Background: an optimization exercise with open tools, aiming at small area. Do not read the settings as production practice. RTL that was checked went through simulation tests only; none was proved equivalent to the original. Power and IR drop assume default switching activity.

run A:
==> module PSEC6_spi, before the edit <==
module PSEC6_spi (
    input logic rstn,  
    input logic spi_clk,
    input logic pico,
    input logic cs,  
    input logic trigger_in,  
    input logic [7:0] poci_ch,  
    input logic [7:0] stop_request,
    output logic poci,
    output logic trigger_out,
    output logic [7:0] test_point_control,  
    output logic clk_enable,
    output logic [5:0] vco_digital_band,  
    output logic [4:0] ref_clk_tgate_control,  
    output logic slow_mode,  
    output logic pfd_switch,  
    output logic pll_switch,  
    output logic [7:0] lpf_resistor_sel,  
    output logic [1:0] mode,  
    output logic [7:0] disc_polarity,  
    output logic [2:0] select_reg,  
    output logic inst_rst,  
    output logic inst_readout,  
    output logic inst_start  
);
    logic full_rstn;
    assign full_rstn = cs & rstn;
    logic [7:0] sr;       
    logic [3:0] cnt;      
    logic       past8;    
    logic [6:0] addr;     
    logic       wr_q;     
    logic       rd0;      
    logic       is_write;
    logic [7:0] r_vco, r_mask, r_inst, r_mode, r_pol, r_ref, r_slow, r_pfd, r_pll, r_tpc, r_lpf;
    always_ff @(posedge spi_clk) begin
        sr <= {sr[6:0], pico};
        wr_q <= is_write;    
    end
    logic byte_end;    
    logic addr_byte;   
    assign byte_end  = (cnt[2:0] == 3'd0) & (past8 | cnt[3]);
    assign addr_byte = cnt[3] & (~past8 | wr_q);
    always_ff @(posedge spi_clk or negedge full_rstn) begin
        if (!full_rstn) begin
            cnt <= '0;
            past8 <= 1'b0;
        end
        else begin
            cnt <= cnt + 4'd1;
            if (cnt == 4'd8) past8 <= 1'b1;
        end
    end
    always_ff @(posedge spi_clk) begin
        if (byte_end) begin
            if (addr_byte) addr <= sr[6:0];
            else if (!wr_q) addr <= addr + 7'd1;
        end
    end
    always_ff @(negedge spi_clk or negedge full_rstn) begin
        if (!full_rstn) begin
            is_write <= 1'b0;
        end
        else if ((cnt[2:0] == 3'd0) & cnt[3] & (~past8 | is_write)) begin
            is_write <= sr[7];
        end
    end
    logic we;
    assign we = is_write & (cnt == 4'd0) & past8;
    localparam logic [7:0] RV_VCO  = 8'h3f;
    localparam logic [7:0] RV_MASK = 8'hff;
    localparam logic [7:0] RV_MODE = 8'h03;
    localparam logic [7:0] RV_POL  = 8'hff;
    localparam logic [7:0] RV_REF  = 8'h04;
    localparam logic [7:0] RV_PFD  = 8'h01;
    localparam logic [7:0] RV_LPF  = 8'h1f;
    logic [7:0] x_vco, x_mask, x_mode, x_pol, x_ref, x_pfd, x_lpf;
    always_ff @(negedge spi_clk or negedge rstn) begin
        if (!rstn) begin
            x_vco  <= '0;
            x_mask <= '0;
            x_mode <= '0;
            x_pol  <= '0;
            x_ref  <= '0;
            r_slow <= '0;
            x_pfd  <= '0;
            r_pll  <= '0;
            r_tpc  <= '0;
            x_lpf  <= '0;
        end
        else if (we) begin
            if (addr == 7'd1)  x_vco  <= sr ^ RV_VCO;
            if (addr == 7'd2)  x_mask <= sr ^ RV_MASK;
            if (addr == 7'd4)  x_mode <= sr ^ RV_MODE;
            if (addr == 7'd5)  x_pol  <= sr ^ RV_POL;
            if (addr == 7'd6)  x_ref  <= sr ^ RV_REF;
            if (addr == 7'd7)  r_slow <= sr;
            if (addr == 7'd8)  x_pfd  <= sr ^ RV_PFD;
            if (addr == 7'd9)  r_pll  <= sr;
            if (addr == 7'd10) r_tpc  <= sr;
            if (addr == 7'd11) x_lpf  <= sr ^ RV_LPF;
        end
    end
    assign r_vco  = x_vco  ^ RV_VCO;
    assign r_mask = x_mask ^ RV_MASK;
    assign r_mode = x_mode ^ RV_MODE;
    assign r_pol  = x_pol  ^ RV_POL;
    assign r_ref  = x_ref  ^ RV_REF;
    assign r_pfd  = x_pfd  ^ RV_PFD;
    assign r_lpf  = x_lpf  ^ RV_LPF;
    always_ff @(negedge spi_clk or negedge full_rstn) begin
        if (!full_rstn) begin
            r_inst <= 8'h00;
        end
        else if (we & (addr == 7'd3)) begin
            r_inst <= sr;
        end
    end
    logic clk_enable_rstn;
    assign clk_enable_rstn = rstn & ~trigger_in;
    always_ff @(negedge spi_clk or negedge clk_enable_rstn) begin
        if (!clk_enable_rstn) begin
            clk_enable <= 1'b0;
        end
        else if (we & (addr == 7'd3) & (sr[1:0] == 2'd3)) begin
            clk_enable <= 1'b1;
        end
    end
    logic [7:0] rdata;
    logic [10:0] rsel;
    always_comb begin
        for (int i = 0; i < 11; i++) rsel[i] = (addr == 7'(i + 1));
        rdata = ({8{rsel[0]}} & r_vco) | ({8{rsel[1]}} & r_mask) | ({8{rsel[2]}} & r_inst)
              | ({8{rsel[3]}} & r_mode) | ({8{rsel[4]}} & r_pol) | ({8{rsel[5]}} & r_ref)
              | ({8{rsel[6]}} & r_slow) | ({8{rsel[7]}} & r_pfd) | ({8{rsel[8]}} & r_pll)
              | ({8{rsel[9]}} & r_tpc) | ({8{rsel[10]}} & r_lpf);
    end
    always_ff @(posedge spi_clk) begin
        rd0 <= rdata[0];
    end
    logic poci_spi;
    always_comb begin
        if (!past8) poci_spi = 1'b0;
        else if (is_write & ((cnt - 4'd1) < 4'd8)) poci_spi = 1'b0;
        else if (cnt[2:0] == 3'd0) poci_spi = rd0;
        else poci_spi = rdata[3'd0 - cnt[2:0]];
    end
    logic in_ch;
    logic [2:0] ch;
    logic [2:0] ch_idx;
    always_comb begin
        ch = 3'd0;
        if (addr >= 7'd19) ch = 3'd1;
        if (addr >= 7'd26) ch = 3'd2;
        if (addr >= 7'd33) ch = 3'd3;
        if (addr >= 7'd40) ch = 3'd4;
        if (addr >= 7'd47) ch = 3'd5;
        if (addr >= 7'd54) ch = 3'd6;
        if (addr >= 7'd61) ch = 3'd7;
    end
    assign in_ch = past8 & (addr >= 7'd12) & (addr <= 7'd67);
    assign ch_idx = addr[2:0] + 3'd4 + ch;
    assign select_reg = in_ch ? ch_idx : 3'd7;
    assign poci = in_ch ? poci_ch[ch] : poci_spi;
    assign vco_digital_band = r_vco[5:0];
    assign mode = r_mode[1:0];
    assign disc_polarity = r_pol;
    assign slow_mode = r_slow[0];
    assign pfd_switch = r_pfd[0];
    assign pll_switch = r_pll[0];
    assign test_point_control = r_tpc;
    assign lpf_resistor_sel = r_lpf;
    assign trigger_out = |(stop_request & r_mask);
    assign inst_rst     = (r_inst[1:0] == 2'd1);
    assign inst_readout = (r_inst[1:0] == 2'd2);
    assign inst_start   = (r_inst[1:0] == 2'd3);
    always_comb begin
        if (!rstn) ref_clk_tgate_control = 5'b00010;
        else begin
            case (r_ref[2:0])
                3'd0: ref_clk_tgate_control = 5'b00001;
                3'd2: ref_clk_tgate_control = 5'b00100;
                3'd3: ref_clk_tgate_control = 5'b01000;
                3'd4: ref_clk_tgate_control = 5'b10000;
                default: ref_clk_tgate_control = 5'b00010;
            endcase
        end
    end
endmodule
==> flow/config.mk <==
export PLATFORM = sky130hd
export DESIGN_NAME = PSEC6_spi
export DESIGN_NICKNAME = PSEC6_spi
export VERILOG_FILES = /design/flow/design.v
export SDC_FILE = /design/flow/constraint.sdc
export NUM_CORES = 4
export LEC_CHECK = 0
export CAP_MARGIN = 20
export CORE_MARGIN = 2
export CORE_UTILIZATION = 40
export GPL_TIMING_DRIVEN = 0
export SLEW_MARGIN = 20
==> flow/constraint.sdc <==
create_clock -name core_clock -period 25.0 [get_ports {spi_clk}]
set_input_delay 5.0000 -clock core_clock [delete_from_list [all_inputs] [get_ports {spi_clk}]]
set_output_delay 5.0000 -clock core_clock [all_outputs]
set_load 0.01 [all_outputs]
standard.sh (not shown) runs the stock make flow with config.mk's settings and CLKGATE_MAP_FILE= SYNTH_SCRIPT=/design/flow/synth_recipe.tcl, a recipe that flattens the netlist after the stock synthesis.
==> flow/flow/run.sh <==
#!/bin/bash
# The standard layout, with three changes:
#  - the standard synthesis's combinational logic is re-mapped by ABC for area (registers are
#    kept as the standard synthesis made them); several ABC runs are tried and the smallest kept,
#  - each port gets the smallest buffer,
#  - the clock tree uses small clock buffers and no dummy loads,
#  - the reset input's ~90 loads are split among a few small buffers up front, so the resizer
#    does not build a chain of large buffers for it.
set -euo pipefail
W=$(pwd)
R=$W/orfs/results/$FLOW_PLATFORM/PSEC6_spi/base
LIB=$FLOW_HOME/platforms/$FLOW_PLATFORM/lib/sky130_fd_sc_hd__tt_025C_1v80.lib
YOSYS=$FLOW_HOME/../tools/install/yosys/bin/yosys
[[ -x $YOSYS ]] || YOSYS=yosys
NJ=${NUM_CORES:-4}

export BUFFER_PORTS_ARGS="-buffer_cell sky130_fd_sc_hd__buf_1"
export REMOVE_ABC_BUFFERS=0
export CTS_ARGS="-sink_clustering_enable -repair_clock_nets -dont_use_dummy_load -buf_list {sky130_fd_sc_hd__clkbuf_4 sky130_fd_sc_hd__clkbuf_8}"

bash standard.sh synth > synth.log 2>&1

DONT="$(grep -o 'sky130_fd_sc_hd__\(probe\|lpflow\)[a-z0-9_]*' $FLOW_HOME/platforms/$FLOW_PLATFORM/config.mk | sort -u | sed 's/^/-dont_use /' | tr '\n' ' ')"
for c in buf_2 buf_4 buf_6 buf_8 buf_12 buf_16 inv_2 inv_4 inv_6 inv_8 inv_12 inv_16; do DONT="$DONT -dont_use sky130_fd_sc_hd__$c"; done
DONT="$DONT -dont_use *clkbuf* -dont_use *clkinv* -dont_use *dly* -dont_use *bufbuf* -dont_use *bufinv*"
cp $R/1_2_yosys.v $W/std_1_2_yosys.v

mkdir -p $W/remap
# candidate ABC scripts: plain area mapping, and deep AIG synthesis with several seeds
printf 'strash\ndch\namap\n' > $W/remap/c0.abc
for s in 0 1 2 3 4 5 6 7; do
  printf 'strash\n&get -n\n&deepsyn -T 30 -S %d\n&put\ndch -f\namap -A 50 -F 4 -C 2000\n' $s > $W/remap/c$((s+1)).abc
done
run_one() {
  local n=$1
  sed -e "s#@LIB@#$LIB#g" -e "s#@IN@#$W/std_1_2_yosys.v#" -e "s#@OUT@#$W/remap/$n.v#" -e "s#@TOP@#$FLOW_TOP#" \
      -e "s#@DONTUSE@#$DONT#" -e "s#@SCRIPT@#$W/remap/$n.abc#" flow/remap.ys.in > $W/remap/$n.ys
  $YOSYS -s $W/remap/$n.ys > $W/remap/$n.log 2>&1 || true
}
i=0
for f in $W/remap/c*.abc; do
  n=$(basename $f .abc)
  run_one $n &
  i=$((i+1))
  if (( i % NJ == 0 )); then wait; fi
done
wait
best=""; besta=""
for f in $W/remap/c*.log; do
  n=$(basename $f .log)
  a=$(grep "Chip area for module" $f | tail -1 | awk '{print $NF}')
  [[ -n "$a" && -s $W/remap/$n.v ]] || continue
  echo "$n $a" >> $W/remap/areas.txt
  if [[ -z "$besta" ]] || awk -v a=$a -v b=$besta 'BEGIN{exit !(a<b)}'; then best=$n; besta=$a; fi
done
echo "best $best $besta" >> $W/remap/areas.txt
python3 flow/fanout.py $W/remap/$best.v $R/1_2_yosys.v rstn:24 sky130_fd_sc_hd__buf_2 > $W/remap/fanout.log 2>&1
rm -f $R/1_synth.odb $R/1_synth.sdc

bash standard.sh > standard.log 2>&1
Other scripts of this flow, unchanged in this note and not shown: flow/flow/fanout.py, flow/flow/remap.ys.in
Here is what was changed in the inputs of run B compared with run A.
--- a/flow/design.v
+++ b/flow/design.v
@@ -46,14 +46,13 @@
             cnt <= '0;
             past8 <= 1'b0;
+            addr <= '0;
         end
         else begin
             cnt <= cnt + 4'd1;
             if (cnt == 4'd8) past8 <= 1'b1;
-        end
-    end
-    always_ff @(posedge spi_clk) begin
-        if (byte_end) begin
-            if (addr_byte) addr <= sr[6:0];
-            else if (!wr_q) addr <= addr + 7'd1;
+            if (byte_end) begin
+                if (addr_byte) addr <= sr[6:0];
+                else if (!wr_q) addr <= addr + 7'd1;
+            end
         end
     end
@@ -159,5 +158,5 @@
         if (addr >= 7'd61) ch = 3'd7;
     end
-    assign in_ch = past8 & (addr >= 7'd12) & (addr <= 7'd67);
+    assign in_ch = (addr >= 7'd12) & (addr <= 7'd67);
     assign ch_idx = addr[2:0] + 3'd4 + ch;
     assign select_reg = in_ch ? ch_idx : 3'd7;
## What came out
Compared with run A, run B ends up with less cell area.
Maximum VDD drop, run A and run B: smaller value in run A
Diff run A -> run B: clock share of power has decreased, total combinational power up 440%, combinational group share of total power now sits higher, headroom to the max-slew limit has increased.
The RTL of run A was laid out without a check of its function.
